This is an optimization exercise on Yosys and OpenROAD, whose aim is small area and a short achievable clock period, not a production implementation. At most, simulation tests tie the RTL to the original design; equivalence was not proved. No driver is modelled on the clock port, so clock power and skew are understated where the tree is cut down; a real chip needs a root buffer or a tree.

## oak
==> module fifo, before the edit <==
module fifo(input [8-1:0]  data_in,
            input write_enb,
            input read,
            output [8-1:0] data_out,
            output reg full,
            output reg empty,
            input clock,
            input reset
           );
    localparam W    = 8;
    localparam ROWS = 32 - 1;            
    localparam AW   = 5;                     
    localparam CW   = 6;                     
    localparam G2   = (ROWS + 1) / 2;        
    reg  [W-1:0]    head;                    
    reg  [W-1:0]    mem [0:ROWS-1];
    reg  [3:0]      ran;                     
    reg  [7:0]      rbn;                     
    reg  [AW-1:0]   wptr;                    
    reg  [CW-1:0]   count;                   
    reg             one;                     
    reg             two;                     
    wire le1   = empty | one;                
    wire three = (count == 3);
    wire near  = (count == 32-1);
    wire mid   = ~le1 & ~full;               
    wire [CW-1:0] cu = count + 1'b1;
    wire [CW-1:0] cd = count - 1'b1;
    wire [CW-1:0] c_w  = full  ? 32     : cu;
    wire [CW-1:0] c_r  = empty ? 0          : cd;
    wire [CW-1:0] c_wr = empty ? 1 : full ? 32 - 1 : count;
    wire [AW-1:0] wptr_up = (wptr == ROWS-1) ? {AW{1'b0}} : wptr + 1'b1;
    wire [3:0] wa = 4'b0001 << wptr[1:0];
    wire [7:0] wb = 8'b00000001 << wptr[4:2];
    wire [ROWS-1:0] wdec;
    genvar g;
    generate
      for (g = 0; g < ROWS; g = g + 1) begin : dec
        assign wdec[g] = wa[g % 4] & wb[g / 4];
      end
    endgenerate
    wire [3:0] ra = ~ran;
    wire [7:0] rb = ~rbn;
    wire       rwrap = ra[2] & rb[7];
    wire [3:0] ra_up = rwrap ? 4'b0001 : {ra[2:0], ra[3]};
    wire [7:0] rb_up = rwrap ? 8'b00000001 : ra[3] ? {rb[6:0], rb[7]} : rb;
    wire [ROWS-1:0] rsel;
    generate
      for (g = 0; g < ROWS; g = g + 1) begin : rs
        assign rsel[g] = ~(ran[g % 4] | rbn[g / 4]);
      end
    endgenerate
    wire [CW-1:0] count_n;
    wire          one_n, two_n;
    fifo_sel4 #(.W(CW+2)) u_cnt_n (
      .d00({count, one,   two}),
      .d10({c_w,   empty, one}),
      .d01({c_r,   two,   three}),
      .d11({c_wr,  le1,   two}),
      .s1(write_enb), .s0(read),
      .y({count_n, one_n, two_n}));
    wire empty_n = ~write_enb & (empty | (read & one));
    wire full_n  = ~read & (full | (write_enb & near));
    wire w_buf = write_enb & (mid | (one & ~read));
    wire rs_hold  = reset & ~read & ~le1;
    wire rs_shift = reset & read & ~le1 & (~two | write_enb);
    wire rs_load  = reset & one & write_enb & ~read;
    wire [3:0] ran_n = ~(({4{rs_hold}} & ra) | ({4{rs_shift}} & ra_up) | ({4{rs_load}} & wa));
    wire [7:0] rbn_n = rs_shift ? ~rb_up : rs_load ? ~wb : rbn;
    assign data_out = head;
    wire [W-1:0] pair_n [0:G2-1];
    generate
      for (g = 0; g < G2 - 1; g = g + 1) begin : grp
        fifo_aoi2 #(.W(W)) u_aoi (
          .a0(mem[2*g]),   .s0(rsel[2*g]),
          .a1(mem[2*g+1]), .s1(rsel[2*g+1]),
          .y(pair_n[g]));
      end
    endgenerate
    fifo_aoi2 #(.W(W)) u_aoi_last (
      .a0(mem[ROWS-1]), .s0(rsel[ROWS-1]),
      .a1(data_in),     .s1(le1),
      .y(pair_n[G2-1]));
    wire [W-1:0] quad [0:3];
    wire [W-1:0] half_n [0:1];
    wire [W-1:0] head_d;
    generate
      for (g = 0; g < 4; g = g + 1) begin : q4
        fifo_nand4 #(.W(W)) u_q (.a(pair_n[4*g]), .b(pair_n[4*g+1]),
          .c(pair_n[4*g+2]), .d(pair_n[4*g+3]), .y(quad[g]));
      end
      for (g = 0; g < 2; g = g + 1) begin : h2
        fifo_nor2 #(.W(W)) u_h (.a(quad[2*g]), .b(quad[2*g+1]), .y(half_n[g]));
      end
    endgenerate
    fifo_nand2 #(.W(W)) u_or (.a(half_n[0]), .b(half_n[1]), .y(head_d));
    always @(posedge clock)
      if (read | empty)
        head <= head_d;
    always @(posedge clock)
      if (write_enb & ~full)
        mem[wptr] <= data_in;
    always @(posedge clock)
     begin
      ran <= ran_n;
      rbn <= rbn_n;
     end
    always @(posedge clock)
     begin
      if (~reset)
       begin
        wptr  <= {AW{1'b0}};
        count <= {CW{1'b0}};
        empty <= 1'b1;
        one   <= 1'b0;
        two   <= 1'b0;
        full  <= 1'b0;
       end
      else
       begin
        if (w_buf)
          wptr <= wptr_up;
        count <= count_n;
        empty <= empty_n;
        one   <= one_n;
        two   <= two_n;
        full  <= full_n;
       end
     end
endmodule
Settings: LEC_CHECK=0, CAP_MARGIN=20, CORE_MARGIN=2, CORE_UTILIZATION=50, SETUP_SLACK_MARGIN=1.95, SLEW_MARGIN=20, SYNTH_HIERARCHICAL=1, TNS_END_PERCENT=10; clock period 3.5 ns.
standard.sh (not shown) runs the stock make flow with config.mk's settings and CLKGATE_MAP_FILE= SYNTH_SCRIPT=/design/flow/synth_recipe.tcl, a recipe that flattens the netlist after the stock synthesis.
==> flow/flow/run.sh <==
#!/bin/bash
set -euo pipefail
here=$(pwd)
res=$here/orfs/results/sky130hd/fifo/base
export BUFFER_PORTS_ARGS="-buffer_cell sky130_fd_sc_hd__buf_2"
bash standard.sh place > place.log 2>&1
bash standard.sh run RUN_SCRIPT=$here/flow/my_cts.tcl RUN_LOG_NAME_STEM=4_1_cts_custom > cts.log 2>&1
test -f $res/4_1_cts.odb
cp $res/4_1_cts.odb $res/4_cts.odb
touch $res/4_cts.sdc
bash standard.sh finish > finish.log 2>&1
Other scripts of this flow, unchanged in this note and not shown: flow/flow/my_cts.tcl
Having completed the whole flow, oak delivered a layout that passed the timing, design-rule and antenna checks.
Inputs modified between oak and pine:
==> flow/design.v, changed modules only <==
module fifo(input [8-1:0]  data_in,
            input write_enb,
            input read,
            output [8-1:0] data_out,
            output reg full,
            output reg empty,
            input clock,
            input reset
           );
    localparam W    = 8;
    localparam ROWS = 32 - 1;            
    localparam AW   = 5;                     
    localparam CW   = 6;                     
    localparam G2   = (ROWS + 1) / 2;        
    reg  [W-1:0]    head;                    
    reg  [W-1:0]    mem [0:ROWS-1];
    reg  [ROWS-1:0] rsel;                    
    reg  [AW-1:0]   wptr;                    
    reg  [CW-1:0]   count;                   
    reg             one;                     
    reg             two;                     
    wire le1   = empty | one;                
    wire three = (count == 3);
    wire near  = (count == 32-1);
    wire mid   = ~le1 & ~full;               
    wire [CW-1:0] cu = count + 1'b1;
    wire [CW-1:0] cd = count - 1'b1;
    wire [CW-1:0] c_w  = full  ? 32     : cu;
    wire [CW-1:0] c_r  = empty ? 0          : cd;
    wire [CW-1:0] c_wr = empty ? 1 : full ? 32 - 1 : count;
    wire [AW-1:0] wptr_up = (wptr == ROWS-1) ? {AW{1'b0}} : wptr + 1'b1;
    wire [3:0] wa = 4'b0001 << wptr[1:0];
    wire [7:0] wb = 8'b00000001 << wptr[4:2];
    wire [ROWS-1:0] wdec;
    genvar g;
    generate
      for (g = 0; g < ROWS; g = g + 1) begin : dec
        assign wdec[g] = wa[g % 4] & wb[g / 4];
      end
    endgenerate
    wire [CW-1:0] count_n;
    wire          one_n, two_n;
    fifo_sel4 #(.W(CW+2)) u_cnt_n (
      .d00({count, one,   two}),
      .d10({c_w,   empty, one}),
      .d01({c_r,   two,   three}),
      .d11({c_wr,  le1,   two}),
      .s1(write_enb), .s0(read),
      .y({count_n, one_n, two_n}));
    wire empty_n = ~write_enb & (empty | (read & one));
    wire full_n  = ~read & (full | (write_enb & near));
    wire w_buf = write_enb & (mid | (one & ~read));
    wire rs_hold  = reset & ~read & ~le1;
    wire rs_shift = reset & read & ~le1 & (~two | write_enb);
    wire rs_load  = reset & one & write_enb & ~read;
    wire [ROWS-1:0] rsel_n;
    fifo_ao3 #(.W(ROWS)) u_rsel_n (
      .a0(rsel), .s0(rs_hold),
      .a1({rsel[ROWS-2:0], rsel[ROWS-1]}), .s1(rs_shift),
      .a2(wdec), .s2(rs_load),
      .y(rsel_n));
    assign data_out = head;
    wire [W-1:0] pair_n [0:G2-1];
    generate
      for (g = 0; g < G2 - 1; g = g + 1) begin : grp
        fifo_aoi2 #(.W(W)) u_aoi (
          .a0(mem[2*g]),   .s0(rsel[2*g]),
          .a1(mem[2*g+1]), .s1(rsel[2*g+1]),
          .y(pair_n[g]));
      end
    endgenerate
    fifo_aoi2 #(.W(W)) u_aoi_last (
      .a0(mem[ROWS-1]), .s0(rsel[ROWS-1]),
      .a1(data_in),     .s1(le1),
      .y(pair_n[G2-1]));
    wire [W-1:0] quad [0:3];
    wire [W-1:0] half_n [0:1];
    wire [W-1:0] head_d;
    generate
      for (g = 0; g < 4; g = g + 1) begin : q4
        fifo_nand4 #(.W(W)) u_q (.a(pair_n[4*g]), .b(pair_n[4*g+1]),
          .c(pair_n[4*g+2]), .d(pair_n[4*g+3]), .y(quad[g]));
      end
      for (g = 0; g < 2; g = g + 1) begin : h2
        fifo_nor2 #(.W(W)) u_h (.a(quad[2*g]), .b(quad[2*g+1]), .y(half_n[g]));
      end
    endgenerate
    fifo_nand2 #(.W(W)) u_or (.a(half_n[0]), .b(half_n[1]), .y(head_d));
    always @(posedge clock)
      if (read | empty)
        head <= head_d;
    always @(posedge clock)
      if (write_enb & ~full)
        mem[wptr] <= data_in;
    always @(posedge clock)
     begin
      rsel <= rsel_n;
     end
    always @(posedge clock)
     begin
      if (~reset)
       begin
        wptr  <= {AW{1'b0}};
        count <= {CW{1'b0}};
        empty <= 1'b1;
        one   <= 1'b0;
        two   <= 1'b0;
        full  <= 1'b0;
       end
      else
       begin
        if (w_buf)
          wptr <= wptr_up;
        count <= count_n;
        empty <= empty_n;
        one   <= one_n;
        two   <= two_n;
        full  <= full_n;
       end
     end
endmodule
module fifo_ao3 #(parameter W = 8)
  (input [W-1:0] a0, input [W-1:0] a1, input [W-1:0] a2,
   input s0, input s1, input s2, output [W-1:0] y);
    assign y = (a0 & {W{s0}}) | (a1 & {W{s1}}) | (a2 & {W{s2}});
endmodule
Results
[pine] combined area of all synthesized cells rose 4.7% relative to oak
Comparing oak against pine, there is no change at all in number of port buffers.
On sequential fraction of the synthesis area, the higher figure sits with oak, not pine.
Going from oak to pine, cell area after layout went up, count of flip-flops with a built-in enable after synthesis went down.
For pine, only the layout was checked, not whether the RTL still works. No run of this note takes its clock network from TritonCTS; it comes from the design's own scripts or RTL.

[separate check: timing with driven ports]
How much do the figures lean on ideal ports? The routed layouts below were timed once more, with nothing changed but the port constraints. Step 1 sets driving cells, clkbuf_16 on the clock port and buf_2 on the other inputs (assumed; they add their load-dependent delay and slew). Step 2 also shifts input and output timing later by t, the mid clock arrival at the registers, as if the neighbouring blocks saw the same clock. a / b / c = ideal / step 1 / step 2; a / b = the first two.
run	t, ns	slack for setup (ns)	worst hold slack (ns)	worst setup path after step 2	cell pins on the clock port's net
oak	0.398	1.773 / 1.742 / 1.552	0.606 / 0.605 / 0.606	input to register	4
pine	0.393	1.753 / 1.712 / 1.427	0.553 / 0.553 / 0.553	input to register	4
After both steps setup and hold are still met in every run listed. For pine, which loses most, drivers alone change the setup slack by -0.041 ns; drivers and shift together by -0.326 ns.
